What follows belongs to an exercise in optimizing a design on an open flow for small area, a short achievable clock period and few clock cycles per item; a production flow would make more cautious choices. Where RTL was checked, it was by simulation tests only, not by an equivalence proof against the original. For runs 3, 4, 6 and 7, only the layout was checked, not whether the RTL still works. Power figures rest on the tool's default switching activity, not on a simulated workload.

--- flow/design.v ---
module onp_calc(
    input clk,
    input rst,
    input [3:0] in_data,
    input wr_data,
    output [31:0] result,
    output result_ready
    );
    reg  [23:0] P;
    reg         ps;
    reg  [20:0] S;
    reg         szero;    
    reg   [1:0] nzc;      
    reg  [13:0] M;
    reg         ms;
    reg   [1:0] nic;      
    reg         pmul;     
    reg         rdy;
    reg         init;
    reg t_dig, t_pm, t_sub, t_mul, t_eq, t_lp, t_rp;
    reg x4, x8, xs, y1, y2, yn;
    wire clr = rdy | init;
    wire tv  = t_dig | t_pm | t_mul | t_eq | t_lp | t_rp;
    reg [2:0] fst [0:4];
    wire inh = ~pmul;
    wire [2:0] ftop = fst[0];
    wire f_szero = ftop[2], f_inh = ftop[1], f_ms = ftop[0];
    integer i;
    always @(posedge clk)
        if (t_lp) begin
            fst[0] <= {szero, inh, ms};
            for (i = 1; i < 5; i = i + 1) fst[i] <= fst[i-1];
        end else if (t_rp) begin
            for (i = 0; i < 4; i = i + 1) fst[i] <= fst[i+1];
        end
    reg ps_nx, szero_nx;
    always @* begin
        ps_nx = ps;
        if (clr | t_rp | t_eq) ps_nx = 1'b0;
        else if (t_pm) ps_nx = ms ^ t_sub;
        szero_nx = szero;
        if (clr | t_lp) szero_nx = 1'b1;
        else if (t_pm) szero_nx = 1'b0;
        else if (t_rp) szero_nx = f_szero;
    end
    wire [3:0] d = in_data;
    wire w_dig = wr_data & ~(d[3] & (d[2] | d[1]));
    wire w_as  = wr_data & (d == 4'hA || d == 4'hB || d == 4'hD || d == 4'hF);
    always @(posedge clk) begin
        t_dig <= w_dig;
        t_pm  <= wr_data & (d == 4'hA || d == 4'hB);
        t_mul <= wr_data & (d == 4'hC);
        t_eq  <= wr_data & (d == 4'hD);
        t_lp  <= wr_data & (d == 4'hE);
        t_rp  <= wr_data & (d == 4'hF);
        x4 <= w_dig & (d == 4'd3 || d == 4'd4 || d == 4'd5 || d == 4'd6);
        x8 <= w_dig & (d == 4'd7 || d == 4'd8 || d == 4'd9);
        xs <= w_as & ~szero_nx;
        y1 <= (w_dig & (d == 4'd1 || d == 4'd5 || d == 4'd9)) | (w_as & ~ps_nx);
        y2 <= w_dig & (d == 4'd2 || d == 4'd6);
        yn <= (w_dig & (d == 4'd3 || d == 4'd7)) | (w_as & ps_nx);
    end
    always @(posedge clk)
        t_sub <= d[0];
    wire [23:0] X = ({24{x4}} & {P[21:0], 2'b0})
                  | ({24{x8}} & {P[20:0], 3'b0})
                  | ({24{xs}} & {{3{S[20]}}, S});
    wire [23:0] Y = ({24{y1}} & P)
                  | ({24{y2}} & {P[22:0], 1'b0})
                  | ({24{yn}} & ~P);
    wire [24:0] sum1 = {X, 1'b1} + {Y, yn};
    wire [23:0] sum = sum1[24:1];
    reg [13:0] s0;
    reg [7:0]  s1;
    reg [7:0]  msave;
    wire held   = (nzc != 2'd0);
    wire push_s = t_pm & szero & held;
    wire pop_s  = t_rp & ~szero & held;
    always @(posedge clk) begin
        if (push_s) begin
            s0 <= S[13:0];
            s1 <= s0[7:0];
        end else if (pop_s) begin
            s0 <= {{6{s1[7]}}, s1};
        end
        if (t_lp & ~inh) msave <= M[7:0];
    end
    always @(posedge clk or posedge rst)
        if (rst) begin
            rdy <= 1'b0;
            init <= 1'b1;
        end else begin
            init <= 1'b0;
            rdy <= t_eq;
        end
    always @(posedge clk) begin
        szero <= szero_nx;
        if (clr) begin
            nzc <= 2'd0;
            nic <= 2'd0;
            pmul <= 1'b0;
        end else if (tv) begin
            pmul <= t_mul;
            if (t_lp) begin
                if (~szero) nzc <= nzc + 2'd1;
                if (~inh) nic <= nic + 2'd1;
            end
            if (t_rp) begin
                if (~f_szero) nzc <= nzc - 2'd1;
                if (~f_inh) nic <= nic - 2'd1;
            end
        end
    end
    always @(posedge clk) begin
        ps <= ps_nx;
        if (clr) begin
            P <= 24'd1;
            S <= 21'd0;
            M <= 14'd1;
            ms <= 1'b0;
        end else begin
            if (t_dig | t_rp | t_eq) P <= sum;
            if (t_pm) begin
                S <= sum[20:0];
                P <= {{10{M[13]}}, M};
            end
            if (t_lp) begin
                if (~inh) M <= P[13:0];
                ms <= ps;
            end
            if (t_rp) begin
                if (~szero) S <= held ? {{7{s0[13]}}, s0} : 21'd0;
                ms <= f_ms;
                if (~f_inh) M <= (nic == 2'd1) ? 14'd1 : {{6{msave[7]}}, msave};
            end
        end
    end
    assign result = {{8{P[23]}}, P};
    assign result_ready = rdy;
endmodule
--- flow/flow/run.sh ---
#!/bin/bash
set -euo pipefail
MARGIN=6.0
bash standard.sh synth > synth.log 2>&1
bash standard.sh SETUP_SLACK_MARGIN=$MARGIN "BUFFER_PORTS_ARGS=-buffer_cell sky130_fd_sc_hd__buf_1" finish > layout.log 2>&1
--- flow/standard.sh ---
#!/bin/bash
# synth_recipe.tcl (not shown) runs the flow's synth.tcl, then flattens the netlist and writes it again
# the make line also repeats each setting of config.mk as NAME=value (left out here)
make -C /OpenROAD-flow-scripts/flow DESIGN_CONFIG=/design/flow/config.mk WORK_HOME=/design/flow/orfs CLKGATE_MAP_FILE= SYNTH_SCRIPT=/design/flow/synth_recipe.tcl "${@:-finish}"
--- flow/config.mk ---
export PLATFORM = sky130hd
export DESIGN_NAME = onp_calc
export DESIGN_NICKNAME = onp_calc
export VERILOG_FILES = /design/flow/design.v
export SDC_FILE = /design/flow/constraint.sdc
export NUM_CORES = 4
export LEC_CHECK = 0
export CAP_MARGIN = 20
export CORE_MARGIN = 2
export CORE_UTILIZATION = 40
export CTS_BUF_LIST = sky130_fd_sc_hd__clkbuf_2 sky130_fd_sc_hd__clkbuf_8
export SLEW_MARGIN = 20
--- flow/constraint.sdc ---
create_clock -name core_clock -period 9.0 [get_ports {clk}]
set_input_delay 1.8000 -clock core_clock [delete_from_list [all_inputs] [get_ports {clk}]]
set_output_delay 1.8000 -clock core_clock [all_outputs]
set_load 0.01 [all_outputs]
==> results.txt, run 1 <==
outcome=no timing/DRC/antenna violations; Hold WC Path Type=reg2reg; # IOs=40; Root Buffer Master=clkbuf_8; sequential power share=0.509; Max-slew headroom=0.434; First-pass DRT Iterations=9; GRT Overall Usage=0.203; clock sinks=127; CTS buffer count=17; die width=138 microns; pwr dens=157 mW/mm^2; Syn Std Cell Area=0.00719 sq mm; CP max-delay cell=dfxtp_1; Final WS setup=6.06 ns; H-Tree Depth=4; DP Worst Slack=5.91 ns; largest net degree at the start of global routing=63; slowest stage delay, CP=0.50 ns; antenna cell count=0; Final #Nets=830; CORE AREA=0.0178 sq mm; CTS tree=done; antenna viol nets, final=0; Setup violations, final=0; Routed WL per cell=18.5 microns; clock share of power=0.396; fin crit share=0.326; CP max FO=8; Logic pwr share=0.096; first-pass GRT wire length=31000 microns; die area=0.0191 sq mm; Synth Flop Type=dfxtp_1; Clock Latency Late Sink=0.46 ns; Avg Cell Area, Syn=9.14 sq um; routed wire length=19200 microns; row cnt=49; setup TNS=0 ns; clock slew at reported path FFs=0.08 ns; flip-flop and latch count after synthesis=127; grt ovf=0; crit path time final=2.94 ns; Hold Fails Final Rpt=0; Startpoint Class=register; Switch Pwr=0.000329 W; ys async rst share=0.0157; Highest Clock Rate=0.340 GHz; Worst setup EP type=output pin; DRC Markers=0; final RePlAce weighted congestion=0.840; Crit Path Category=reg2out; maxcap violations=0; Power Internal=0.000917 W; YS warnings=2; critical path cell sequence=buf_1; Iteration-0 DRC Markers=626; layout overhead on the synthesized area=10.2%; buffers plus inverters on the worst setup path=1; library cells used by synthesis=69; Post-synth EDFFs=45; sequential cell area fraction in the yosys report=0.418; critical path's top delay family=flip-flops; static leakage=3.02 nW; maximum VDD drop=0.0916 mV; Vias=6031; Vias/cell=5.80; Syn Inst Count=786; Die H=138 microns; Initial Utilization=0.404; Max Slew Vio Count=0; Hold Buf Count CTS=0; unrepaired setup endpoints after global routing=yes; Post-DP HPWL=13000 microns; initial antenna violation count=0; clk buf depth=2; Worst Tran Pin Value=0.843 ns; vias in the first global route=5519; Worst Skew=0.0159 ns; post-synthesis net count=819; Switching Fraction=0.264; data required time of the worst path=7.20 ns; fraction of layout cells with a size suffix above 1=0.136; port bufs=39; WHS=0.403 ns; WP data arrival=1.14 ns
==> final timing paths <==
kind / startpoint / end / slack, ns / cells after the start
setup / recovery: P[2] / result[2] / 6.06 / 1
hold / removal: t_eq / rdy / 0.40 / 0
setup reg to reg: x4 / P[19] / 6.17 / 10
hold reg to reg: t_eq / rdy / 0.40 / 0
max in group asynchronous: rst / init / 7.61 / 2
min in group asynchronous: rst / rdy / 1.18 / 2
==> logic make-up after synthesis <==
group / count (synthesis) / share of synthesized area
adder cells (fa/ha/maj): 26 / 0.0463
other: 1 / 0.000522
XOR/XNOR: 21 / 0.0256
AO/OA/AOI/OAI: 243 / 0.239
buffers and inverters: 93 / 0.0538
flip-flops: 127 / 0.418
multiplexers: 36 / 0.0545
AND/OR/NAND/NOR: 239 / 0.162
==> per-stage QoR <==
stage                     utilization  instance area, sq um  power, W  std cells
after global routing            0.445                  7920   0.00130       1039
after detailed placement        0.419                  7440  0.000764       1005
after CTS                       0.441                  7850   0.00126       1037
final                           0.445                  7920   0.00125       1039
after global placement          0.419                  7440  0.000764       1005
after floorplan                     -                  7190  0.000724        786
==> cells in the final DEF (no fill, tap or decap), types with 10 or more instances in the layout <==
master,synthesis,layout
a211oi_1,16,15
a21o_1,10,10
a21oi_1,70,68
a221o_1,23,23
a222oi_1,18,18
a31oi_1,13,13
buf_1,7,39
buf_4,8,13
clkbuf_8,0,19
dfxtp_1,80,60
dfxtp_2,0,16
edfxtp_1,45,45
ha_1,25,24
inv_1,32,32
mux2_2,19,19
mux2i_1,14,14
nand2_1,82,82
nand3_1,13,13
nor2_1,42,41
nor2b_1,33,33
nor3_1,21,20
o21ai_0,20,19
o21ai_1,12,11
xnor2_1,15,15
==> layout make-up <==
| cell class | count | area, sq um |
|---|---|---|
| clock buffer | 23 | 282 |
| timing repair buffer | 52 | 244 |
| inverter | 33 | 124 |
| tap | 229 | 287 |
| clock inverter | 9 | 110 |
| multi-input combinational | 566 | 3830 |
| fill | 1735 | 9860 |
| sequential | 127 | 3040 |
==> synthesized netlist by cell type, types with 3 or more instances <==
cell type | n | area [sq um]
buf_4 | 8 | 60.1
nor3b_1 | 4 | 30.0
or3_1 | 9 | 56.3
nand2b_1 | 6 | 37.5
buf_1 | 7 | 26.3
a221o_1 | 23 | 230
xnor2_1 | 15 | 131
o22ai_1 | 4 | 25.0
buf_2 | 6 | 30.0
nor3_1 | 21 | 105
mux2_2 | 19 | 214
o211ai_1 | 7 | 52.6
o21ai_1 | 12 | 60.1
nand2_1 | 82 | 308
or2_2 | 3 | 18.8
edfxtp_1 | 45 | 1350
ha_1 | 25 | 313
a21oi_1 | 70 | 350
a222oi_1 | 18 | 180
mux2i_1 | 14 | 140
o21a_1 | 8 | 60.1
o21ai_0 | 20 | 100
and3_1 | 9 | 56.3
a21o_1 | 10 | 75.1
a311oi_1 | 9 | 78.8
dfxtp_1 | 80 | 1600
nor3_2 | 3 | 30.0
a211oi_1 | 16 | 120
a22oi_1 | 5 | 37.5
or2_1 | 3 | 18.8
nand3_1 | 13 | 65.1
nor2b_1 | 33 | 206
a31oi_1 | 13 | 81.3
nand4_1 | 3 | 18.8
clkbuf_1 | 39 | 146
o31ai_1 | 7 | 52.6
xor2_1 | 6 | 52.6
inv_1 | 32 | 120
and2_1 | 4 | 25.0
nor2_1 | 42 | 158
==> registers in the layout, indices dropped and copies added, names as in the netlist, 2 cells and up <==
name and count:
M 14, P 24, S 21, fst 15
msave 8, nic 2, nzc 2, s0 14
s1 8
==> layer usage <==
layer	track usage	vias to the layer above	routed length, microns
met2	0.293	182	8260
met1	0.301	2892	9480
met4	0.0671	0	275
li1	-	2931	-
met5	0	-	0
met3	0.0464	26	1160
==> power groups by stage <==
stage               sequential (W)  clock, W  combinational, W
floorplan                 0.000636         0         0.0000873
global placement          0.000646         0          0.000118
global route              0.000637  0.000530          0.000132
finish                    0.000634  0.000493          0.000120
CTS                       0.000633  0.000508          0.000119
detailed placement        0.000646         0          0.000118
==> repair_timing <==
action | in CTS | in global routing
gates cloned | 0 | 0
setup buffers | 0 | 2
gates resized for setup | 7 | 25
setup endpoints to repair | 14 | 42
pin swaps | 0 | 3
Testbench counts, summed over its fixed seeds: cycles 30,450, exprs 2,400.
==> inputs of run 2 (changes only) <==
--- a/flow/config.mk
+++ b/flow/config.mk
@@ -7,6 +7,6 @@
 export LEC_CHECK = 0
 export CAP_MARGIN = 20
 export CORE_MARGIN = 2
-export CORE_UTILIZATION = 40
-export CTS_BUF_LIST = sky130_fd_sc_hd__clkbuf_2 sky130_fd_sc_hd__clkbuf_8
+export CORE_UTILIZATION = 70
+export CTS_BUF_LIST = sky130_fd_sc_hd__clkbuf_4
 export SLEW_MARGIN = 20
==> run 2 against run 1 <==
Synthesized cell count stayed put; global-route usage increased by 15 points; combinational power barely moved; via count rose by 6.0%; clock power shrank 9.1%; worst setup slack worse by 0.0019 ns; non-clock buffer count shrank 5; final cell count shrank 9.7%; highest routed layer unchanged; core utilization up 34 points; critical path type unchanged; still clean on timing, DRC and antenna; critical path depth did not move; synthesized area unchanged; largest power group unchanged; maximum frequency is essentially flat.
==> results.txt, run 2 <==
outcome=no timing/DRC/antenna violations; final RePlAce weighted congestion=0.983; Total Power=0.00120 W; Syn Std Cell Area=0.00719 sq mm; reg-to-reg setup timing slack=6.08 ns; initial antenna violation count=0; row cnt=36; port bufs=39; Post-DP HPWL=12800 microns; Worst Skew=0.0193 ns; slowest stage delay, CP=0.43 ns; clock slew at reported path FFs=0.11 ns; Worst Tran Pin Value=1.10 ns; crit path time final=2.94 ns; Largest regs=P: 24 flops, S: 21 flops, fst: 15 flops; WP data arrival=1.14 ns; Hold WC Path Type=reg2reg; Max-slew headroom=0.269; CTS tree=done; Vias=6390; Final #Nets=825; Iteration-0 DRC Markers=816; fin crit share=0.327; Post-synth EDFFs=45; antenna cell count=0; Die H=105 microns; pwr dens=155 mW/mm^2; ys async rst share=0.0157; critical path's top delay family=flip-flops; synth top area cells=dfxtp_1 (22%), edfxtp_1 (19%), a21oi_1 (4.9%); routed wire length=19100 microns; data required time of the worst path=7.20 ns; Root Buffer Master=clkbuf_4; number of stages on the worst hold path=0; grt ovf=0; layout overhead on the synthesized area=7.80%; die width=105 microns; Startpoint Class=register; unrepaired setup endpoints after global routing=yes; CP max-delay cell=dfxtp_2; GRT Overall Usage=0.350; Largest Register=P; critical path cell sequence=buf_1; Routed WL per cell=20.4 microns; Initial Utilization=0.728; Synth Flop Type=dfxtp_1; Vias/cell=6.81; most frequent cells in the layout=nand2_1 (81), a21oi_1 (67), dfxtp_1 (49); Final WS setup=6.06 ns; clock sinks=127; fraction of layout cells with a size suffix above 1=0.147; first-pass GRT wire length=30400 microns; YS warnings=2; library cells used by synthesis=69; Synth area leader=dfxtp_1; Clock Latency Late Sink=0.55 ns; buffers plus inverters on the worst setup path=1; vias in the first global route=5927; most frequent cell after synthesis=nand2_1; CTS buffer count=17; Crit Path Category=reg2out; Max Slew Vio Count=0; die area=0.0111 sq mm; most common cell after layout, fill and taps aside=nand2_1; Hold Path End=rdy; placed insts=906; setup bufs post-CTS=0; maxcap violations=0; # IOs=40; Worst setup EP type=output pin; static leakage=2.99 nW; Avg Cell Area, Syn=9.14 sq um; Post-synth top cells=nand2_1 (82), dfxtp_1 (80), a21oi_1 (70); post-synth top area share=0.223; CORE AREA=0.00986 sq mm; CP max FO=7; H-Tree Depth=4; antenna viol nets, final=0; DP Worst Slack=5.88 ns; max FFs per register=24; post-synthesis net count=819; fill count=649; RR Endpoint=P[21]; setup TNS=0 ns; r2r worst-path depth=10; sequential cell area fraction in the yosys report=0.418; Highest Clock Rate=0.340 GHz; post-layout util=0.785; First-pass DRT Iterations=13; flip-flop and latch count after synthesis=127; Hold Startpoint=t_eq; Setup violations, final=0; final std cells w/o fill=938; clk buf depth=2; Reg2Reg Launch Point=yn; largest net degree at the start of global routing=62; Hold Fails Final Rpt=0; maximum VDD drop=0.174 mV; Syn Inst Count=786; DRC Markers=0
-- run 2: layout make-up --
cell class | instances | area, sq um | share of cell area
Clock inverter | 11 | 166 | 0.0215
Tap cell | 133 | 166 | 0.0215
Clock buffer | 21 | 158 | 0.0204
Multi-Input combinational cell | 566 | 3830 | 0.495
Inverter | 33 | 124 | 0.0160
Sequential cell | 127 | 3090 | 0.398
Timing Repair Buffer | 47 | 211 | 0.0273
-- run 2: how the worst max path moves through the flow --
stage,start,endpoint,slack (ns),depth (start not counted)
global route,x4,P[20],6.00,10
finish,P[15],result[15],6.06,1
detailed placement,x4,S[18],5.88,10
CTS,P[23],result[25],6.01,1
floorplan,yn,P[16],6.32,11
global placement,x4,S[18],6.01,10
-- run 2: cell families (layout without fill, tap and decap cells) --
group           count (synthesis)  count (layout)  synth area share
fa+ha+maj                      26              26            0.0463
mux                            36              36            0.0545
compound gates                243             243             0.239
buf+inv                        93             112            0.0538
simple gates                  239             239             0.162
flops                         127             127             0.418
other cells                     1               1          0.000522
xor+xnor                       21              21            0.0256
-- run 2: worst reg2reg max path, stage by stage, from the launching register on --
cell,delay (ns)
dfxtp_2,0.45
nor2b_1,0.19
a221o_1,0.26
ha_1,0.36
a211oi_2,0.28
o211ai_1,0.19
a21boi_2,0.31
a21oi_1,0.19
o221ai_1,0.23
mux2i_1,0.22
o311a_1,0.19
-- run 2: repair_timing --
| action | CTS | global route |
|---|---|---|
| endpoints found under the setup margin | 41 | 40 |
| hold buffers | 0 | 0 |
| gates resized for setup | 33 | 26 |
| gates cloned | 0 | 0 |
| pin swaps | 0 | 1 |
-- run 2: metrics by stage --
stage	area [sq um]	hold WS [ns]
global route	7750	0.408
detailed placement	7300	0.389
finish	7750	0.387
floorplan	7190	0.351
CTS	7670	0.393
global placement	7300	0.392
-- run 2: report_power, final --
part           switching [W]  internal [W]
combinational      0.0000747     0.0000456
sequential         0.0000291      0.000605
clock               0.000216      0.000232
total               0.000320      0.000883
-- run 2: routing by layer --
| layer | routed length (microns) | vias up | GRT usage |
|---|---|---|---|
| met4 | 427 | 0 | 0.151 |
| li1 | - | 2931 | - |
| met3 | 2310 | 48 | 0.0884 |
| met2 | 8690 | 400 | 0.518 |
| met5 | 0 | - | 0 |
| met1 | 7720 | 3011 | 0.486 |
==> inputs of run 3 (changes only) <==
--- a/flow/design.v
+++ b/flow/design.v
@@ -17,10 +17,9 @@
     reg         pmul;     
     reg         rdy;
     reg         init;
-    reg t_dig, t_pm, t_sub, t_mul, t_eq, t_lp, t_rp;
+    reg t_ps, t_pm, t_sub, t_mul, t_eq, t_lp, t_rp;    
     reg x4, x8, xs, y1, y2, yn;
     wire clr = rdy | init;
-    wire tv  = t_dig | t_pm | t_mul | t_eq | t_lp | t_rp;
     reg [2:0] fst [0:4];
     wire inh = ~pmul;
     wire [2:0] ftop = fst[0];
@@ -47,7 +46,7 @@
     wire w_dig = wr_data & ~(d[3] & (d[2] | d[1]));
     wire w_as  = wr_data & (d == 4'hA || d == 4'hB || d == 4'hD || d == 4'hF);
     always @(posedge clk) begin
-        t_dig <= w_dig;
+        t_ps  <= w_dig | (wr_data & (d == 4'hD || d == 4'hF));
         t_pm  <= wr_data & (d == 4'hA || d == 4'hB);
         t_mul <= wr_data & (d == 4'hC);
         t_eq  <= wr_data & (d == 4'hD);
@@ -99,8 +98,9 @@
             nzc <= 2'd0;
             nic <= 2'd0;
             pmul <= 1'b0;
-        end else if (tv) begin
-            pmul <= t_mul;
+        end else begin
+            if (t_mul) pmul <= 1'b1;
+            else if (t_pm | t_lp) pmul <= 1'b0;
             if (t_lp) begin
                 if (~szero) nzc <= nzc + 2'd1;
                 if (~inh) nic <= nic + 2'd1;
@@ -119,7 +119,7 @@
             M <= 14'd1;
             ms <= 1'b0;
         end else begin
-            if (t_dig | t_rp | t_eq) P <= sum;
+            if (t_ps) P <= sum;
             if (t_pm) begin
                 S <= sum[20:0];
                 P <= {{10{M[13]}}, M};
--- a/flow/config.mk
+++ b/flow/config.mk
@@ -7,6 +7,6 @@
 export LEC_CHECK = 0
 export CAP_MARGIN = 20
 export CORE_MARGIN = 2
-export CORE_UTILIZATION = 70
-export CTS_BUF_LIST = sky130_fd_sc_hd__clkbuf_4
+export CORE_UTILIZATION = 40
+export CTS_BUF_LIST = sky130_fd_sc_hd__clkbuf_8
 export SLEW_MARGIN = 20
==> run 3 against run 2 <==
Core utilization is 33 points lower; worst setup slack lost 0.054 ns; count of clock-buffer cells in the layout is 4 lower; via count shrank 6.4%; synthesized cell count is 4.5% lower; final cell count up 6.9%; global-route usage down 13 points; clock power up 18%; clock skew down 0.0068 ns; routed wire length grew 4.1%.
==> results.txt, run 3 <==
Avg Cell Area, Syn=9.34 sq um; DRC Markers=0; outcome=no timing/DRC/antenna violations; Syn Std Cell Area=0.00702 sq mm; layout overhead on the synthesized area=12.2%; Syn Inst Count=751; row cnt=48; clock sinks=127; critical path's top delay family=compound AO/OA/AOI/OAI gates; GRT Overall Usage=0.217; WP data arrival=3.29 ns; port bufs=39; Iteration-0 DRC Markers=566; number of stages on the worst hold path=0; Setup violations, final=0; CTS tree=done; Final #Nets=798; pwr dens=160 mW/mm^2; CORE AREA=0.0172 sq mm; Worst setup EP type=register; largest net degree at the start of global routing=58; clk buf depth=2; Vias=5981; Switching Fraction=0.299; die width=136 microns; setup TNS=0 ns; Startpoint Class=register; clock slew at reported path FFs=0.09 ns; antenna viol nets, final=0; most common cell after layout, fill and taps aside=nand2_1; Clock Latency Late Sink=0.45 ns; unrepaired setup endpoints after global routing=yes; fin crit share=0.333; buffers plus inverters on the worst setup path=1; static leakage=3.06 nW; # IOs=40; Highest Clock Rate=0.334 GHz; Power Internal=0.000881 W; flip-flop and latch count after synthesis=127; Post-synth top cells=a21oi_1 (81), dfxtp_1 (80), nand2_1 (79); Hold Buf Count CTS=0; initial antenna violation count=0; sequential cell area fraction in the yosys report=0.428; library cells used by synthesis=62; synth top area cells=dfxtp_1 (23%), edfxtp_1 (19%), a21oi_1 (5.8%); Synth area leader=dfxtp_1; Switch Pwr=0.000376 W; maximum VDD drop=0.161 mV; Setup crit start=x4; YS warnings=2; Post-DP HPWL=13200 microns; Logic pwr share=0.082; Worst Tran Pin Value=0.911 ns; critical path cell sequence=buf_4 > a22o_1 > ha_1 > o211ai_1 > o211ai_2 > a41oi_4 > o21ba_4 > o21ai_4 > o32ai_2 > xor2_1 > o22ai_1; final instance area=0.00787 sq mm; WHS=0.388 ns; Vias/cell=5.96; die area=0.0186 sq mm; vias in the first global route=5782; routed wire length=19900 microns; crit path time final=2.99 ns; Initial Utilization=0.407; max FFs per register=24; Die H=136 microns; Reg2Reg Launch Point=x4; most frequent cells in the layout=nand2_1 (79), a21oi_1 (76), dfxtp_1 (52); Total Power=0.00126 W; Largest Register=P; reg-to-reg setup timing slack=6.01 ns; RR Endpoint=P[21]; Hold Fails Final Rpt=0; antenna cell count=0; Routed WL per cell=19.9 microns; Max-slew headroom=0.389; placed instance area=0.00725 sq mm; ys async rst share=0.0157; Root Buffer Master=clkbuf_8; slowest stage delay, CP=0.41 ns; grt ovf=0; post-synthesis net count=784; Synth Flop Type=dfxtp_1; H-Tree Depth=4; maxcap violations=0; post-synth top area share=0.228; clock share of power=0.419; First-pass DRT Iterations=8; CP max FO=12; Hold Path End=rdy; Hold WC Path Type=reg2reg; CTS buffer count=17; Max Slew Vio Count=0; most frequent cell after synthesis=a21oi_1; fraction of layout cells with a size suffix above 1=0.162; fill count=1657; first-pass GRT wire length=31000 microns; Crit Path Category=reg2reg; r2r worst-path depth=11; sequential power share=0.498; Worst Skew=0.0125 ns; CP max-delay cell=dfxtp_4; final RePlAce weighted congestion=0.952; Post-synth EDFFs=45; Hold Startpoint=t_eq; data required time of the worst path=9.29 ns; Largest regs=P: 24 flops, S: 21 flops, fst: 15 flops
run 3: cell count changes after synthesis, sizes merged, moves of 8 or more:
cell / before / now
a21o: 10 / 21
a21oi: 71 / 84
nand3: 13 / 5
nor3: 24 / 13
o21ai: 33 / 23
o31ai: 9 / 1
or3: 9 / 1
run 3: worst max-delay path by stage:
stage          depth (start not counted)  slack, ns    end
2_1_floorplan                         12       6.29  P[21]
3_3_place_gp                          10       5.61  P[21]
3_5_place_dp                          10       5.64  P[21]
4_1_cts                               11       5.93  P[21]
5_1_grt                               11       5.89  P[21]
6_report                              11       6.01  P[21]
run 3: kinds of logic after synthesis:
kind of cell / after synthesis / share of synthesized area
flops: 127 / 0.428
simple gates: 197 / 0.131
fa+ha+maj: 26 / 0.0474
xor+xnor: 28 / 0.0350
buf+inv: 91 / 0.0546
mux: 39 / 0.0592
compound gates: 242 / 0.244
other cells: 1 / 0.000535
run 3: metrics by stage:
stage,setup WS [ns],utilization,std cells
2_1_floorplan,6.29,-,751
3_3_place_gp,5.61,0.420,965
3_5_place_dp,5.64,0.421,965
4_1_cts,5.93,0.448,997
5_1_grt,5.89,0.457,1003
6_report,6.01,0.457,1003
run 3: area by class of cell:
| type | instances | area (sq um) | share of cell area |
|---|---|---|---|
| inverters | 33 | 128 | 0.0162 |
| well taps | 225 | 282 | 0.0358 |
| multi-input cells | 533 | 3720 | 0.473 |
| clock inverters | 15 | 196 | 0.0250 |
| clock buffers | 17 | 234 | 0.0297 |
| flip-flops and latches | 127 | 3050 | 0.388 |
| repair buffers | 53 | 259 | 0.0329 |
run 3: power by group through the flow:
stage               Combinational [W]  Clock, W  Sequential, W
floorplan                   0.0000746         0       0.000630
global placement            0.0000960         0       0.000640
detailed placement          0.0000969         0       0.000641
CTS                         0.0000976  0.000538       0.000628
global route                 0.000114  0.000562       0.000629
finish                       0.000104  0.000527       0.000627
run 3: timing repair:
action,in CTS,in global routing
endpoints found under the setup margin,38,44
pin swaps,0,6
setup buffers,0,6
resized for setup,18,36
run 3: metal layers:
layer	track usage	vias up	routed length, microns
met1	0.270	2923	8440
li1	-	2795	-
met4	0.0914	0	702
met5	0	-	0
met2	0.366	220	9780
met3	0.0425	43	1000
==> inputs of run 4 (changes only) <==
==> flow/flow/run.sh (replaced) <==
#!/bin/bash
set -euo pipefail
MARGIN=6.1
bash standard.sh synth > synth.log 2>&1
bash standard.sh SETUP_SLACK_MARGIN=$MARGIN "BUFFER_PORTS_ARGS=-buffer_cell sky130_fd_sc_hd__buf_1" finish > layout.log 2>&1
==> run 4 against run 3 <==
Worst hold slack got worse by 0.0012 ns; clock power about the same; combinational power up 7%; critical endpoint unchanged; still clean; worst setup slack improved by 0.098 ns; final cell count rose by 0.30%; count of clock-buffer cells in the layout is the same.
==> results.txt, run 4 <==
outcome=no timing/DRC/antenna violations; Largest regs=P: 24 flops, S: 21 flops, fst: 15 flops; Routed WL per cell=20.1 microns; CORE AREA=0.0172 sq mm; WP data arrival=3.18 ns; YS warnings=2; Worst setup EP type=register; Die H=136 microns; static leakage=3.06 nW; Worst Tran Pin Value=0.979 ns; library cells used by synthesis=62; Synth Flop Type=dfxtp_1; fraction of layout cells with a size suffix above 1=0.192; placed insts=965; unrepaired setup endpoints after global routing=yes; layout overhead on the synthesized area=15.4%; clock slew at reported path FFs=0.09 ns; most frequent cells in the layout=nand2_1 (78), a21oi_1 (74), dfxtp_1 (49); Largest Register=P; Post-synth EDFFs=45; Iteration-0 DRC Markers=561; data required time of the worst path=9.29 ns; most common cell after layout, fill and taps aside=nand2_1; Hold WC Path Type=reg2reg; CTS buffer count=17; Hold Fails Final Rpt=0; final RePlAce weighted congestion=0.952; clock sinks=127; die area=0.0186 sq mm; # IOs=40; critical path cell sequence=buf_4 > a22o_1 > ha_4 > o211ai_1 > o211ai_2 > a41oi_4 > o21ba_4 > o21ai_4 > o32ai_2 > xor2_1 > o22ai_1; die width=136 microns; sequential cell area fraction in the yosys report=0.428; clk buf depth=2; synth top area cells=dfxtp_1 (23%), edfxtp_1 (19%), a21oi_1 (5.8%); Avg Cell Area, Syn=9.34 sq um; Setup violations, final=0; maximum VDD drop=0.162 mV; Worst Skew=0.0127 ns; r2r worst-path depth=11; max FFs per register=24; crit path time final=2.90 ns; Max Slew Vio Count=0; Root Buffer Master=clkbuf_8; Clock Latency Late Sink=0.45 ns; Startpoint Class=register; DRC Markers=0; Post-DP HPWL=13200 microns; Syn Std Cell Area=0.00702 sq mm; Synth area leader=dfxtp_1; vias in the first global route=5839; maxcap violations=0; Vias=5983; CP max-delay cell=dfxtp_4; largest net degree at the start of global routing=58; H-Tree Depth=4; post-synth top area share=0.228; Crit Path Category=reg2reg; post-synthesis net count=784; Final #Nets=801; GRT Overall Usage=0.219; Post-synth top cells=a21oi_1 (81), dfxtp_1 (80), nand2_1 (79); most frequent cell after synthesis=a21oi_1; antenna cell count=0; flip-flop and latch count after synthesis=127; routed wire length=20200 microns; grt ovf=0; antenna viol nets, final=0; row cnt=48; fin crit share=0.322; WHS=0.387 ns; CTS tree=done; number of stages on the worst hold path=0; first-pass GRT wire length=31300 microns; pwr dens=155 mW/mm^2; Highest Clock Rate=0.345 GHz; final std cells w/o fill=1006; port bufs=39; First-pass DRT Iterations=10; Syn Inst Count=751; initial antenna violation count=0; setup TNS=0 ns; Max-slew headroom=0.343; Vias/cell=5.95; ys async rst share=0.0157; slowest stage delay, CP=0.41 ns; Initial Utilization=0.407; CP max FO=12
run 4: cell counts after synthesis:
No cell type changed its count.
run 4: path summary, 6_finish.rpt:
kind	start	slack [ns]	end
max	x4	6.10	P[21]
min reg2reg	t_eq	0.39	rdy
min in group asynchronous	rst	1.16	rdy
min	t_eq	0.39	rdy
max in group asynchronous	rst	7.64	init
max reg2reg	x4	6.10	P[21]
run 4: report_power, final:
part	internal, W	switching [W]	leakage, nW
registers	0.000601	0.0000229	1.09
clock network	0.000239	0.000285	0.211
logic	0.0000435	0.0000671	1.76
run 4: layout make-up:
type                       count  area (sq um)
fill                        1633          9140
multi-input combinational    533          3880
sequential                   127          3090
timing repair buffer          56           282
tap                          225           282
clock buffer                  17           234
clock inverter                15           196
inverter                      33           128
run 4: cell families (layout without fill, tap and decap cells):
group | after synthesis | after routing | share of synthesized area
AO/OA/AOI/OAI | 242 | 242 | 0.244
XOR/XNOR | 28 | 28 | 0.0350
adder cells (fa/ha/maj) | 26 | 26 | 0.0474
buffers and inverters | 91 | 121 | 0.0546
flip-flops | 127 | 127 | 0.428
multiplexers | 39 | 39 | 0.0592
other | 1 | 1 | 0.000535
AND/OR/NAND/NOR | 197 | 197 | 0.131
run 4: routing by layer:
metal,global-route usage,routed length [microns],share of wire,vias to the layer above
met4,0.0961,742,0.037,0
met2,0.365,9920,0.49,216
li1,-,-,-,2805
met1,0.274,8570,0.42,2918
met3,0.0425,972,0.048,44
met5,0,0,0,-
run 4: timing repair:
item,CTS,global route
hold buffers,0,0
hold endpoints to repair,0,0
setup buffers,2,7
gates resized for setup,41,55
endpoints found under the setup margin,67,70
pin swaps,3,11
cloned,0,0
run 4: worst max-delay path: cells and delay by family, from the launching register on:
family	cells	cell delay, ns
AO/OA/AOI/OAI	8	1.65
XOR/XNOR	1	0.19
adder cells (fa/ha/maj)	1	0.27
buffers and inverters	1	0.21
flip-flops	1	0.41
run 4: stage by stage:
step | area (sq um) | total power, W | utilization | setup WS (ns)
detailed placement | 7250 | 0.000738 | 0.421 | 5.64
floorplan | 7020 | 0.000704 | - | 6.29
global route | 8090 | 0.00131 | 0.470 | 5.99
global placement | 7250 | 0.000736 | 0.420 | 5.61
finish | 8090 | 0.00126 | 0.470 | 6.10
CTS | 7780 | 0.00126 | 0.452 | 6.00
==> inputs of run 5 (changes only) <==
--- a/flow/design.v
+++ b/flow/design.v
@@ -17,9 +17,10 @@
     reg         pmul;     
     reg         rdy;
     reg         init;
-    reg t_ps, t_pm, t_sub, t_mul, t_eq, t_lp, t_rp;    
-    reg x4, x8, xs, y1, y2, yn;
+    reg t_dig, t_pm, t_sub, t_mul, t_eq, t_lp, t_rp;
+    reg x2, x4, x8, xs, y1, y2, yn;
     wire clr = rdy | init;
+    wire tv  = t_dig | t_pm | t_mul | t_eq | t_lp | t_rp;
     reg [2:0] fst [0:4];
     wire inh = ~pmul;
     wire [2:0] ftop = fst[0];
@@ -46,22 +47,24 @@
     wire w_dig = wr_data & ~(d[3] & (d[2] | d[1]));
     wire w_as  = wr_data & (d == 4'hA || d == 4'hB || d == 4'hD || d == 4'hF);
     always @(posedge clk) begin
-        t_ps  <= w_dig | (wr_data & (d == 4'hD || d == 4'hF));
+        t_dig <= w_dig;
         t_pm  <= wr_data & (d == 4'hA || d == 4'hB);
         t_mul <= wr_data & (d == 4'hC);
         t_eq  <= wr_data & (d == 4'hD);
         t_lp  <= wr_data & (d == 4'hE);
         t_rp  <= wr_data & (d == 4'hF);
-        x4 <= w_dig & (d == 4'd3 || d == 4'd4 || d == 4'd5 || d == 4'd6);
+        x2 <= w_dig & (d == 4'd2 || d == 4'd3);
+        x4 <= w_dig & (d == 4'd4 || d == 4'd5 || d == 4'd6);
         x8 <= w_dig & (d == 4'd7 || d == 4'd8 || d == 4'd9);
         xs <= w_as & ~szero_nx;
-        y1 <= (w_dig & (d == 4'd1 || d == 4'd5 || d == 4'd9)) | (w_as & ~ps_nx);
-        y2 <= w_dig & (d == 4'd2 || d == 4'd6);
-        yn <= (w_dig & (d == 4'd3 || d == 4'd7)) | (w_as & ps_nx);
+        y1 <= (w_dig & (d == 4'd1 || d == 4'd3 || d == 4'd5 || d == 4'd9)) | (w_as & ~ps_nx);
+        y2 <= w_dig & (d == 4'd6);
+        yn <= (w_dig & (d == 4'd7)) | (w_as & ps_nx);
     end
     always @(posedge clk)
         t_sub <= d[0];
-    wire [23:0] X = ({24{x4}} & {P[21:0], 2'b0})
+    wire [23:0] X = ({24{x2}} & {P[22:0], 1'b0})
+                  | ({24{x4}} & {P[21:0], 2'b0})
                   | ({24{x8}} & {P[20:0], 3'b0})
                   | ({24{xs}} & {{3{S[20]}}, S});
     wire [23:0] Y = ({24{y1}} & P)
@@ -98,9 +101,8 @@
             nzc <= 2'd0;
             nic <= 2'd0;
             pmul <= 1'b0;
-        end else begin
-            if (t_mul) pmul <= 1'b1;
-            else if (t_pm | t_lp) pmul <= 1'b0;
+        end else if (tv) begin
+            pmul <= t_mul;
             if (t_lp) begin
                 if (~szero) nzc <= nzc + 2'd1;
                 if (~inh) nic <= nic + 2'd1;
@@ -119,7 +121,7 @@
             M <= 14'd1;
             ms <= 1'b0;
         end else begin
-            if (t_ps) P <= sum;
+            if (t_dig | t_rp | t_eq) P <= sum;
             if (t_pm) begin
                 S <= sum[20:0];
                 P <= {{10{M[13]}}, M};
==> flow/flow/run.sh (replaced) <==
#!/bin/bash
set -euo pipefail
MARGIN=6.0
bash standard.sh synth > synth.log 2>&1
bash standard.sh SETUP_SLACK_MARGIN=$MARGIN "BUFFER_PORTS_ARGS=-buffer_cell sky130_fd_sc_hd__buf_1" finish > layout.log 2>&1
==> run 5 against run 4 <==
Synthesized area grew 4.2%; via count increased by 1.8%; synthesized cell count up 5.9%; non-clock buffer count decreased by 6; die area increased by 4.1%; count of clock-buffer cells in the layout unchanged; sequential share of layout area is 0.34 points higher; register-to-register slack better by 0.06 ns; first-iteration DRC count down 5.2%; total power down 3.3%; cell area decreased by 1.8%; flip-flop and latch count is 1 higher; critical endpoint is now result[3]; largest power group unchanged.
==> results.txt, run 5 <==
critical path depth in cells=1; placed instance area=0.00753 sq mm; initial antenna violation count=0; critical path's top delay family=flip-flops; Vias=6092; fill count=1746; Worst Tran Pin Value=0.991 ns; maximum VDD drop=0.0940 mV; Die H=139 microns; RR Endpoint=S[12]; Startpoint Class=register; ys async rst share=0.0156; synth top area cells=dfxtp_1 (22%), edfxtp_1 (18%), a21oi_1 (5.3%); Max Slew Vio Count=0; Hold Fails Final Rpt=0; die width=139 microns; Worst setup EP type=output pin; Hold WC Path Type=reg2reg; final instance area=0.00795 sq mm; DRC Markers=0; final RePlAce weighted congestion=0.865; H-Tree Depth=4; Final #Nets=829; pwr dens=153 mW/mm^2; CP max FO=9; critical path cell sequence=buf_1; Syn Inst Count=795; Synth Flop Type=dfxtp_1; antenna viol nets, final=0; antenna cell count=0; Root Buffer Master=clkbuf_8; Synth area leader=dfxtp_1; most frequent cell after synthesis=nand2_1; Post-synth EDFFs=45; Crit Path Category=reg2out; clk buf depth=2; Largest regs=P: 24 flops, S: 21 flops, fst: 15 flops; library cells used by synthesis=68; Vias/cell=5.87; Critical path destination=result[3]; buffers plus inverters on the worst setup path=1; outcome=no timing/DRC/antenna violations; unrepaired setup endpoints after global routing=yes; grt ovf=0; GRT Overall Usage=0.211; setup TNS=0 ns; CORE AREA=0.0180 sq mm; CP max-delay cell=dfxtp_1; Post-synth top cells=nand2_1 (86), dfxtp_1 (81), a21oi_1 (77); fin crit share=0.329; flip-flop and latch count after synthesis=128; Iteration-0 DRC Markers=532; Highest Clock Rate=0.337 GHz; Setup violations, final=0; vias in the first global route=5796; post-synth top area share=0.222; Syn Std Cell Area=0.00731 sq mm; sequential cell area fraction in the yosys report=0.414; slowest stage delay, CP=0.52 ns; Post-DP HPWL=13500 microns; Worst Skew=0.0177 ns; first-pass GRT wire length=32300 microns; Initial Utilization=0.407; row cnt=49; clock slew at reported path FFs=0.08 ns; maxcap violations=0; fraction of layout cells with a size suffix above 1=0.142; layout overhead on the synthesized area=8.69%; data required time of the worst path=7.20 ns; largest net degree at the start of global routing=45; YS warnings=2; Hold Buf Count CTS=0; most frequent cells in the layout=nand2_1 (86), a21oi_1 (76), dfxtp_1 (55); max FFs per register=24; static leakage=3.03 nW; Routed WL per cell=19.3 microns; crit path time final=2.96 ns; Multi-input gate area=0.00396 sq mm; # IOs=40; reg-to-reg setup timing slack=6.16 ns; CTS buffer count=17; Avg Cell Area, Syn=9.20 sq um; Clock Latency Late Sink=0.46 ns; die area=0.0194 sq mm; First-pass DRT Iterations=5; FF+latch area=0.00306 sq mm; port bufs=39; CTS tree=done; post-synthesis net count=828; Reg2Reg Launch Point=yn; most common cell after layout, fill and taps aside=nand2_1; r2r worst-path depth=10; Max-slew headroom=0.340; Setup crit start=P[3]; clock sinks=128; routed wire length=20000 microns; Largest Register=P; WP data arrival=1.16 ns
-- run 5: cell count changes after synthesis, sizes merged, moves of 13 or more --
cell,change
a222oi,-17
inv,-17
clkbuf,+13
a22oi,+34
nand3,+13
o21ai,+13
-- run 5: stage by stage --
stage | utilization | std cells | power (W) | hold WS [ns] | worst slack (ns)
floorplan | - | 795 | 0.000739 | 0.372 | 6.29
CTS | 0.439 | 1037 | 0.00122 | 0.453 | 6.00
detailed placement | 0.419 | 1005 | 0.000781 | 0.437 | 5.89
global placement | 0.419 | 1005 | 0.000782 | 0.429 | 5.89
global route | 0.442 | 1038 | 0.00127 | 0.465 | 6.00
finish | 0.442 | 1038 | 0.00122 | 0.451 | 6.04
-- run 5: metal layers --
metal / vias up / part of all wire / track usage
met1: 2941 / 0.50 / 0.311
met5: - / 0 / 0
met4: 0 / 0.010 / 0.0537
met3: 21 / 0.058 / 0.0435
met2: 171 / 0.44 / 0.314
li1: 2959 / - / -
-- run 5: layout make-up --
| cell class | instances | area share |
|---|---|---|
| Clock inverter | 15 | 0.0137 |
| Multi-Input combinational cell | 582 | 0.498 |
| Clock buffer | 17 | 0.0294 |
| Timing Repair Buffer | 50 | 0.0288 |
| Sequential cell | 128 | 0.386 |
| Inverter | 17 | 0.00803 |
| Tap cell | 229 | 0.0361 |
-- run 5: worst min-delay path by stage --
| stage | slack, ns | to | start | cells past startpoint |
|---|---|---|---|---|
| 2_1_floorplan | 0.37 | rdy | t_eq | 0 |
| 3_3_place_gp | 0.43 | fst[4][1] | fst[3][1] | 0 |
| 3_5_place_dp | 0.44 | s1[2] | s0[2] | 0 |
| 4_1_cts | 0.45 | fst[4][1] | fst[3][1] | 0 |
| 5_1_grt | 0.47 | fst[4][2] | fst[3][2] | 0 |
| 6_report | 0.45 | fst[4][1] | fst[3][1] | 0 |
-- run 5: cells by family after synthesis --
logic type               count (synthesis)  synth area share
adder cells (fa/ha/maj)                 26            0.0455
buffers and inverters                   85            0.0495
multiplexers                            37            0.0551
XOR/XNOR                                24            0.0288
AND/OR/NAND/NOR                        220             0.144
other                                    1          0.000513
AO/OA/AOI/OAI                          274             0.263
flip-flops                             128             0.414
-- run 5: power by group --
group | internal (W) | leakage, nW | switching, W
Sequential | 0.000612 | 1.11 | 0.0000350
Clock | 0.000192 | 0.173 | 0.000251
Combinational | 0.0000468 | 1.75 | 0.0000789
Total | 0.000851 | 3.03 | 0.000365
-- run 5: repair_timing --
| action | CTS | global route |
|---|---|---|
| resized for setup | 13 | 20 |
| setup buffers | 0 | 1 |
| setup endpoints to repair | 39 | 41 |
| pin swaps | 0 | 1 |
Testbench counts of run 5, summed over its fixed seeds: cycles 30,450, exprs 2,400.
==> inputs of run 6 (changes only) <==
--- a/flow/design.v
+++ b/flow/design.v
@@ -9,8 +9,9 @@
     reg  [23:0] P;
     reg         ps;
     reg  [20:0] S;
+    reg         snz;      
     reg         szero;    
-    reg   [1:0] nzc;      
+    reg         spush;    
     reg  [13:0] M;
     reg         ms;
     reg   [1:0] nic;      
@@ -21,14 +22,14 @@
     reg x2, x4, x8, xs, y1, y2, yn;
     wire clr = rdy | init;
     wire tv  = t_dig | t_pm | t_mul | t_eq | t_lp | t_rp;
-    reg [2:0] fst [0:4];
+    reg [3:0] fst [0:4];
     wire inh = ~pmul;
-    wire [2:0] ftop = fst[0];
-    wire f_szero = ftop[2], f_inh = ftop[1], f_ms = ftop[0];
+    wire [3:0] ftop = fst[0];
+    wire f_szero = ftop[3], f_spush = ftop[2], f_inh = ftop[1], f_ms = ftop[0];
     integer i;
     always @(posedge clk)
         if (t_lp) begin
-            fst[0] <= {szero, inh, ms};
+            fst[0] <= {szero, spush, inh, ms};
             for (i = 1; i < 5; i = i + 1) fst[i] <= fst[i-1];
         end else if (t_rp) begin
             for (i = 0; i < 4; i = i + 1) fst[i] <= fst[i+1];
@@ -75,9 +76,8 @@
     reg [13:0] s0;
     reg [7:0]  s1;
     reg [7:0]  msave;
-    wire held   = (nzc != 2'd0);
-    wire push_s = t_pm & szero & held;
-    wire pop_s  = t_rp & ~szero & held;
+    wire push_s = t_pm & szero & snz;
+    wire pop_s  = t_rp & ~szero & spush;
     always @(posedge clk) begin
         if (push_s) begin
             s0 <= S[13:0];
@@ -98,17 +98,23 @@
     always @(posedge clk) begin
         szero <= szero_nx;
         if (clr) begin
-            nzc <= 2'd0;
+            snz <= 1'b0;
+            spush <= 1'b0;
             nic <= 2'd0;
             pmul <= 1'b0;
         end else if (tv) begin
             pmul <= t_mul;
+            if (t_pm) begin
+                snz <= 1'b1;
+                if (szero) spush <= snz;
+            end
             if (t_lp) begin
-                if (~szero) nzc <= nzc + 2'd1;
+                spush <= 1'b0;
                 if (~inh) nic <= nic + 2'd1;
             end
             if (t_rp) begin
-                if (~f_szero) nzc <= nzc - 2'd1;
+                if (~szero) snz <= spush;
+                spush <= f_spush;
                 if (~f_inh) nic <= nic - 2'd1;
             end
         end
@@ -131,7 +137,7 @@
                 ms <= ps;
             end
             if (t_rp) begin
-                if (~szero) S <= held ? {{7{s0[13]}}, s0} : 21'd0;
+                if (~szero) S <= spush ? {{7{s0[13]}}, s0} : 21'd0;
                 ms <= f_ms;
                 if (~f_inh) M <= (nic == 2'd1) ? 14'd1 : {{6{msave[7]}}, msave};
             end
==> run 6 against run 5 <==
Count of clock-buffer cells in the layout up 1; sequential share of layout area rose by 0.93 points; die area grew 1.3%; total power rose by 8.8%; via count increased by 1.0%; synthesized cell count rose by 2.3%; critical path depth stayed put; global-route usage down 0.85 points; register-to-register slack worse by 0.10 ns; critical path type unchanged.
==> results.txt, run 6 <==
Iteration-0 DRC Markers=665; WHS=0.403 ns; maximum VDD drop=0.0880 mV; DRC Markers=0; Vias=6154; Multi-input gate area=0.00397 sq mm; Startpoint Class=register; Hold Fails Final Rpt=0; clock sinks=133; H-Tree Depth=4; Vias/cell=5.83; max FFs per register=24; first-pass GRT wire length=31300 microns; final RePlAce weighted congestion=0.946; number of stages on the worst hold path=0; synth top area cells=dfxtp_1 (22%), edfxtp_1 (20%), nand2_1 (5.8%); critical path's top delay family=flip-flops; Final #Nets=845; Hold WC Path Type=reg2reg; RR Endpoint=P[23]; post-synth top area share=0.219; largest net degree at the start of global routing=49; Die H=140 microns; Largest regs=P: 24 flops, S: 21 flops, fst: 20 flops; Worst setup EP type=output pin; Post-synth top cells=nand2_1 (115), dfxtp_1 (81), a21oi_1 (76); Hold Path End=rdy; ys async rst share=0.0150; most frequent cell after synthesis=nand2_1; grt ovf=0; r2r worst-path depth=12; Initial Utilization=0.410; buffers plus inverters on the worst setup path=1; Hold Startpoint=t_eq; data required time of the worst path=7.20 ns; Synth area leader=dfxtp_1; static leakage=3.07 nW; antenna cell count=0; Routed WL per cell=19.0 microns; layout overhead on the synthesized area=10.2%; CP max-delay cell=dfxtp_1; Total Power=0.00132 W; placed insts=1021; crit path time final=2.96 ns; Highest Clock Rate=0.337 GHz; Syn Std Cell Area=0.00741 sq mm; clk buf depth=2; Worst Skew=0.0134 ns; Post-synth EDFFs=50; sequential cell area fraction in the yosys report=0.428; maxcap violations=0; CTS buffer count=17; setup TNS=0 ns; GRT Overall Usage=0.202; most common cell after layout, fill and taps aside=nand2_1; Max Slew Vio Count=0; unrepaired setup endpoints after global routing=yes; outcome=no timing/DRC/antenna violations; vias in the first global route=5666; WP data arrival=1.16 ns; Clock Latency Late Sink=0.45 ns; clock slew at reported path FFs=0.08 ns; Reg2Reg Launch Point=yn; port bufs=39; fill count=1748; Root Buffer Master=clkbuf_8; FF+latch area=0.00323 sq mm; Worst Tran Pin Value=1.08 ns; Largest Register=P; Syn Inst Count=813; pwr dens=162 mW/mm^2; CTS tree=done; critical path cell sequence=buf_1; YS warnings=2; slowest stage delay, CP=0.52 ns; flip-flop and latch count after synthesis=133; die width=140 microns; initial antenna violation count=0; post-synthesis net count=845; CORE AREA=0.0181 sq mm; Synth Flop Type=dfxtp_1; fraction of layout cells with a size suffix above 1=0.144; Setup violations, final=0; antenna viol nets, final=0; First-pass DRT Iterations=22; Post-DP HPWL=13300 microns; library cells used by synthesis=65; die area=0.0196 sq mm; Crit Path Category=reg2out; reg-to-reg setup timing slack=6.06 ns; Avg Cell Area, Syn=9.12 sq um; CP max FO=11; Max-slew headroom=0.279; most frequent cells in the layout=nand2_1 (115), a21oi_1 (73), dfxtp_1 (54); row cnt=49; final std cells w/o fill=1055; # IOs=40; fin crit share=0.329; routed wire length=20100 microns
==> run 6: changes by cell type after synthesis, sizes merged, moves of 4 or more <==
cell | previous run | this run
or3 | 4 | 0
a211oi | 14 | 20
clkbuf | 52 | 48
o31ai | 0 | 4
a21o | 21 | 11
nor2 | 39 | 46
o211ai | 8 | 4
edfxtp | 45 | 50
nand2 | 86 | 115
==> run 6: what timing repair did <==
item,in CTS,in global routing
hold endpoints to repair,0,0
pin swaps,0,7
resized for setup,21,31
setup buffers,0,2
hold buffers,0,0
endpoints found under the setup margin,31,40
==> run 6: where the power goes <==
part	internal [W]	switching, W	leakage [nW]
Combinational	0.0000476	0.0000767	1.70
Sequential	0.000637	0.0000370	1.16
Clock	0.000279	0.000246	0.211
==> run 6: cell families after synthesis <==
family | after synthesis | share of synthesized area
AO/OA/AOI/OAI | 264 | 0.249
AND/OR/NAND/NOR | 245 | 0.150
flip-flops | 133 | 0.428
buffers and inverters | 85 | 0.0476
multiplexers | 38 | 0.0554
adder cells (fa/ha/maj) | 25 | 0.0432
XOR/XNOR | 22 | 0.0260
other | 1 | 0.000506
==> run 6: final cells by class <==
type / count / area share
Clock inverter: 14 / 0.0198
Sequential cell: 133 / 0.395
Clock buffer: 18 / 0.0303
Tap cell: 229 / 0.0351
Inverter: 18 / 0.00827
Timing Repair Buffer: 48 / 0.0262
Multi-Input combinational cell: 595 / 0.485
==> run 6: worst max path at each step <==
| stage | cells past startpoint | from | endpoint |
|---|---|---|---|
| floorplan | 13 | y2 | P[23] |
| global placement | 11 | x2 | S[17] |
| detailed placement | 11 | x2 | S[18] |
| CTS | 1 | P[16] | result[16] |
| global route | 11 | x2 | S[19] |
| finish | 1 | P[23] | result[31] |
==> run 6: through the flow <==
stage | instance area [sq um] | utilization | setup slack (ns)
2_1_floorplan | 7410 | - | 6.25
3_3_place_gp | 7610 | 0.421 | 5.75
3_5_place_dp | 7610 | 0.421 | 5.76
4_1_cts | 8060 | 0.446 | 6.00
5_1_grt | 8170 | 0.452 | 5.91
6_report | 8170 | 0.452 | 6.04
==> run 6: routing by layer <==
| metal | routed length (microns) | GRT usage | vias to the layer above |
|---|---|---|---|
| met2 | 8650 | 0.296 | 178 |
| met5 | 0 | 0 | - |
| met4 | 403 | 0.0712 | 0 |
| met1 | 9630 | 0.284 | 2955 |
| met3 | 1380 | 0.0609 | 29 |
| li1 | - | - | 2992 |
==> inputs of run 7 (changes only) <==
--- a/flow/design.v
+++ b/flow/design.v
@@ -9,9 +9,8 @@
     reg  [23:0] P;
     reg         ps;
     reg  [20:0] S;
-    reg         snz;      
     reg         szero;    
-    reg         spush;    
+    reg   [1:0] nzc;      
     reg  [13:0] M;
     reg         ms;
     reg   [1:0] nic;      
@@ -19,17 +18,17 @@
     reg         rdy;
     reg         init;
     reg t_dig, t_pm, t_sub, t_mul, t_eq, t_lp, t_rp;
-    reg x2, x4, x8, xs, y1, y2, yn;
+    reg x4, x8, xs, y1, y2, yn;
     wire clr = rdy | init;
     wire tv  = t_dig | t_pm | t_mul | t_eq | t_lp | t_rp;
-    reg [3:0] fst [0:4];
+    reg [2:0] fst [0:4];
     wire inh = ~pmul;
-    wire [3:0] ftop = fst[0];
-    wire f_szero = ftop[3], f_spush = ftop[2], f_inh = ftop[1], f_ms = ftop[0];
+    wire [2:0] ftop = fst[0];
+    wire f_szero = ftop[2], f_inh = ftop[1], f_ms = ftop[0];
     integer i;
     always @(posedge clk)
         if (t_lp) begin
-            fst[0] <= {szero, spush, inh, ms};
+            fst[0] <= {szero, inh, ms};
             for (i = 1; i < 5; i = i + 1) fst[i] <= fst[i-1];
         end else if (t_rp) begin
             for (i = 0; i < 4; i = i + 1) fst[i] <= fst[i+1];
@@ -54,30 +53,53 @@
         t_eq  <= wr_data & (d == 4'hD);
         t_lp  <= wr_data & (d == 4'hE);
         t_rp  <= wr_data & (d == 4'hF);
-        x2 <= w_dig & (d == 4'd2 || d == 4'd3);
-        x4 <= w_dig & (d == 4'd4 || d == 4'd5 || d == 4'd6);
+        x4 <= w_dig & (d == 4'd3 || d == 4'd4 || d == 4'd5 || d == 4'd6);
         x8 <= w_dig & (d == 4'd7 || d == 4'd8 || d == 4'd9);
         xs <= w_as & ~szero_nx;
-        y1 <= (w_dig & (d == 4'd1 || d == 4'd3 || d == 4'd5 || d == 4'd9)) | (w_as & ~ps_nx);
-        y2 <= w_dig & (d == 4'd6);
-        yn <= (w_dig & (d == 4'd7)) | (w_as & ps_nx);
+        y1 <= (w_dig & (d == 4'd1 || d == 4'd5 || d == 4'd9)) | (w_as & ~ps_nx);
+        y2 <= w_dig & (d == 4'd2 || d == 4'd6);
+        yn <= (w_dig & (d == 4'd3 || d == 4'd7)) | (w_as & ps_nx);
     end
     always @(posedge clk)
         t_sub <= d[0];
-    wire [23:0] X = ({24{x2}} & {P[22:0], 1'b0})
-                  | ({24{x4}} & {P[21:0], 2'b0})
+    wire [23:0] X = ({24{x4}} & {P[21:0], 2'b0})
                   | ({24{x8}} & {P[20:0], 3'b0})
                   | ({24{xs}} & {{3{S[20]}}, S});
     wire [23:0] Y = ({24{y1}} & P)
                   | ({24{y2}} & {P[22:0], 1'b0})
                   | ({24{yn}} & ~P);
-    wire [24:0] sum1 = {X, 1'b1} + {Y, yn};
-    wire [23:0] sum = sum1[24:1];
+    wire [23:0] ag = X & Y, ap = X ^ Y;
+    reg  [23:0] cg, cp, ng, np;
+    integer lv, b;
+    always @* begin
+        cg = ag;
+        cp = ap;
+        cg[0] = ag[0] | (ap[0] & yn);
+        for (b = 1; b < 24; b = b + 2) begin
+            cg[b] = ag[b] | (ap[b] & cg[b-1]);
+            cp[b] = ap[b] & ap[b-1];
+        end
+        for (lv = 1; lv < 5; lv = lv + 1) begin
+            ng = cg;
+            np = cp;
+            for (b = 1; b < 24; b = b + 2)
+                if (b >= (1 << lv) + 1) begin
+                    ng[b] = cg[b] | (cp[b] & cg[b - (1 << lv)]);
+                    np[b] = cp[b] & cp[b - (1 << lv)];
+                end
+            cg = ng;
+            cp = np;
+        end
+        for (b = 2; b < 24; b = b + 2)
+            cg[b] = ag[b] | (ap[b] & cg[b-1]);
+    end
+    wire [23:0] sum = ap ^ {cg[22:0], yn};
     reg [13:0] s0;
     reg [7:0]  s1;
     reg [7:0]  msave;
-    wire push_s = t_pm & szero & snz;
-    wire pop_s  = t_rp & ~szero & spush;
+    wire held   = (nzc != 2'd0);
+    wire push_s = t_pm & szero & held;
+    wire pop_s  = t_rp & ~szero & held;
     always @(posedge clk) begin
         if (push_s) begin
             s0 <= S[13:0];
@@ -98,23 +120,17 @@
     always @(posedge clk) begin
         szero <= szero_nx;
         if (clr) begin
-            snz <= 1'b0;
-            spush <= 1'b0;
+            nzc <= 2'd0;
             nic <= 2'd0;
             pmul <= 1'b0;
         end else if (tv) begin
             pmul <= t_mul;
-            if (t_pm) begin
-                snz <= 1'b1;
-                if (szero) spush <= snz;
-            end
             if (t_lp) begin
-                spush <= 1'b0;
+                if (~szero) nzc <= nzc + 2'd1;
                 if (~inh) nic <= nic + 2'd1;
             end
             if (t_rp) begin
-                if (~szero) snz <= spush;
-                spush <= f_spush;
+                if (~f_szero) nzc <= nzc - 2'd1;
                 if (~f_inh) nic <= nic - 2'd1;
             end
         end
@@ -137,7 +153,7 @@
                 ms <= ps;
             end
             if (t_rp) begin
-                if (~szero) S <= spush ? {{7{s0[13]}}, s0} : 21'd0;
+                if (~szero) S <= held ? {{7{s0[13]}}, s0} : 21'd0;
                 ms <= f_ms;
                 if (~f_inh) M <= (nic == 2'd1) ? 14'd1 : {{6{msave[7]}}, msave};
             end
==> run 7 against run 6 <==
Still clean; critical path depth increased by 15; maximum frequency decreased by 14%; final cell count decreased by 5.3%; clock power decreased by 4%; total power decreased by 4.3%; worst setup slack got worse by 0.48 ns; sequential power decreased by 6.4%; flip-flop and latch count decreased by 6; sequential share of layout area decreased by 1.5 points; routed wire length decreased by 4.2%; clock skew decreased by 0.0010 ns.
==> results.txt, run 7 <==
outcome=no timing/DRC/antenna violations; post-synthesis net count=759; Worst Skew=0.0123 ns; setup TNS=0 ns; die width=134 microns; First-pass DRT Iterations=8; largest net degree at the start of global routing=50; FF+latch area=0.00305 sq mm; Max Slew Vio Count=0; grt ovf=0; clock slew at reported path FFs=0.08 ns; Initial Utilization=0.408; Vias/cell=5.78; die area=0.0179 sq mm; fin crit share=0.383; clk buf depth=2; Synth Flop Type=dfxtp_1; maxcap violations=0; # IOs=40; Die H=134 microns; Largest Register=P; antenna cell count=0; routed wire length=19200 microns; Startpoint Class=register; slowest stage delay, CP=0.49 ns; WP data arrival=3.75 ns; flip-flop and latch count after synthesis=127; synth top area cells=dfxtp_1 (24%), edfxtp_1 (20%), nand2_1 (6.1%); Final #Nets=808; Worst setup EP type=register; Syn Inst Count=717; GRT Overall Usage=0.213; row cnt=47; fraction of layout cells with a size suffix above 1=0.211; maximum VDD drop=0.0895 mV; most frequent cell after synthesis=nand2_1; Vias=5772; critical path's top delay family=compound AO/OA/AOI/OAI gates; CORE AREA=0.0165 sq mm; Hold Buf Count CTS=0; Avg Cell Area, Syn=9.41 sq um; vias in the first global route=5653; final RePlAce weighted congestion=0.875; final instance area=0.00801 sq mm; unrepaired setup endpoints after global routing=yes; Reg2Reg Launch Point=x4; library cells used by synthesis=54; Total Power=0.00127 W; reg-to-reg setup timing slack=5.56 ns; Highest Clock Rate=0.290 GHz; H-Tree Depth=4; RR Endpoint=P[23]; Routed WL per cell=19.2 microns; most frequent cells in the layout=nand2_1 (108), dfxtp_1 (60), a21oi_1 (51); Critical path destination=P[23]; antenna viol nets, final=0; static leakage=3.05 nW; crit path time final=3.44 ns; max FFs per register=24; Multi-input gate area=0.00362 sq mm; Clock Latency Late Sink=0.47 ns; Setup crit start=x4; Post-synth EDFFs=45; Largest regs=P: 24 flops, S: 21 flops, fst: 15 flops; first-pass GRT wire length=29400 microns; Synth area leader=dfxtp_1; placed instance area=0.00704 sq mm; initial antenna violation count=0; CP max FO=6; Hold Fails Final Rpt=0; most common cell after layout, fill and taps aside=nand2_1; DRC Markers=0; Worst Tran Pin Value=1.10 ns; Final WS setup=5.56 ns; layout overhead on the synthesized area=18.7%; fill count=1540; CP max-delay cell=a222oi_1; Crit Path Category=reg2reg; sequential cell area fraction in the yosys report=0.445; data required time of the worst path=9.31 ns; Max-slew headroom=0.256; r2r worst-path depth=16; ys async rst share=0.0157; Syn Std Cell Area=0.00675 sq mm; Setup violations, final=0; Post-DP HPWL=10900 microns; YS warnings=2; CTS buffer count=17; Iteration-0 DRC Markers=532; Root Buffer Master=clkbuf_8; critical path cell sequence=buf_4 > a222oi_1 > inv_1 > ha_1 > a21oi_2 > nand2_1 > o21ai_4 > o21ai_2 > a221oi_4 > o21ai_2 > fa_2 > xor2_1 > xnor2_1 > nand2_1 > o21ai_1 > a21oi_1; post-synth top area share=0.237; Hold WC Path Type=reg2reg; Post-synth top cells=nand2_1 (109), dfxtp_1 (80), a21oi_1 (60); port bufs=39; DP Worst Slack=5.16 ns; clock sinks=127; buffers plus inverters on the worst setup path=2; critical path depth in cells=16; CTS tree=done; pwr dens=158 mW/mm^2
## run 7: cell count changes after synthesis, sizes merged, moves of 6 or more
cell    delta
o211ai     +6
nor3b     +11
nand3     -11
a222oi    +17
mux2i      -6
a21oi     -16
a211oi    -11
a22oi     -35
inv       +18
nand2      -6
o21ai      -9
mux2       -8
fa        +12
clkbuf    -12
## run 7: metal layers
layer  global-route usage  up-vias  share of wire
li1                     -     2667              -
met1                0.271     2807           0.42
met2                0.341      251           0.48
met3               0.0412       47          0.070
met4                0.116        0          0.028
met5                    0        -              0
## run 7: worst min path at each step
| stage | slack (ns) | startpoint | endpoint | cells after the start |
|---|---|---|---|---|
| finish | 0.40 | t_eq | rdy | 0 |
| global route | 0.41 | t_eq | rdy | 0 |
| CTS | 0.40 | t_eq | rdy | 0 |
| detailed placement | 0.39 | t_eq | rdy | 0 |
| global placement | 0.38 | t_eq | rdy | 0 |
| floorplan | 0.35 | t_eq | rdy | 0 |
## run 7: cells by family after synthesis
group	share of synthesized area
simple gates	0.156
compound gates	0.203
flops	0.445
buf+inv	0.0560
fa+ha+maj	0.0794
mux	0.0386
xor+xnor	0.0208
other cells	0.000556
## run 7: final cells by class
class | count | area share
clock inverter | 15 | 0.0200
clock buffer | 17 | 0.0292
tap | 220 | 0.0344
inverter | 36 | 0.0173
multi-input combinational | 500 | 0.452
timing repair buffer | 83 | 0.0658
sequential | 127 | 0.380
timing repair inverter | 1 | 0.000625
## run 7: power breakdown
group / leakage, nW / switching, W / internal [W] / total, W
Combinational: 1.74 / 0.0000762 / 0.0000539 / 0.000130
Sequential: 1.10 / 0.0000263 / 0.000605 / 0.000631
Clock: 0.205 / 0.000255 / 0.000251 / 0.000506
Total: 3.05 / 0.000358 / 0.000909 / 0.00127
## run 7: repair_timing
item	CTS	global route
cloned	0	1
resized for setup	36	42
endpoints found under the setup margin	50	48
pin swaps	27	29
buffers inserted	29	9
endpoints found under the hold margin	0	0
## run 7: per-stage QoR
step	util	instances	hold WS [ns]
detailed placement	0.426	928	0.385
finish	0.485	999	0.403
CTS	0.471	989	0.399
floorplan	-	717	0.354
global route	0.485	999	0.408
global placement	0.426	928	0.376

[port drivers added, routing unchanged]
The flow's constraints put no driver on any port. The routed layouts listed below were extracted and timed again, unchanged, in two steps.
Step 1 (the two cells are an assumption about what drives the block):
set clk [get_ports {clk}]
set_driving_cell -lib_cell sky130_fd_sc_hd__clkbuf_16 $clk
set_driving_cell -lib_cell sky130_fd_sc_hd__buf_2 [delete_from_list [all_inputs] $clk]
Step 2, shift: input delay + t, output delay - t, t = (earliest + latest rising clock arrival at the registers) / 2. This alone moves slack from input paths to output paths.
Slacks: no drivers / after step 1 / after step 2; pairs: no drivers / after step 1.
run | t (ns) | setup slack, ns | hold slack, ns | worst data-port slew with drivers (ns)
run 1 | 0.490 | 6.062 / 6.022 / 6.028 | 0.403 / 0.403 / 0.403 | 0.03
run 2 | 0.575 | 6.060 / 6.025 / 6.076 | 0.387 / 0.387 / 0.387 | 0.03
run 3 | 0.477 | 6.006 / 6.006 / 6.006 | 0.388 / 0.388 / 0.388 | 0.03
run 4 | 0.476 | 6.104 / 6.089 / 6.104 | 0.387 / 0.387 / 0.387 | 0.03
run 5 | 0.489 | 6.036 / 5.997 / 6.112 | 0.451 / 0.451 / 0.451 | 0.03
run 6 | 0.479 | 6.035 / 5.998 / 6.060 | 0.403 / 0.403 / 0.403 | 0.03
run 7 | 0.498 | 5.555 / 5.555 / 5.555 | 0.403 / 0.403 / 0.403 | 0.03
After both steps setup and hold are still met in every run listed. For run 1, which loses most, drivers alone change the setup slack by -0.040 ns; drivers and shift together by -0.034 ns.
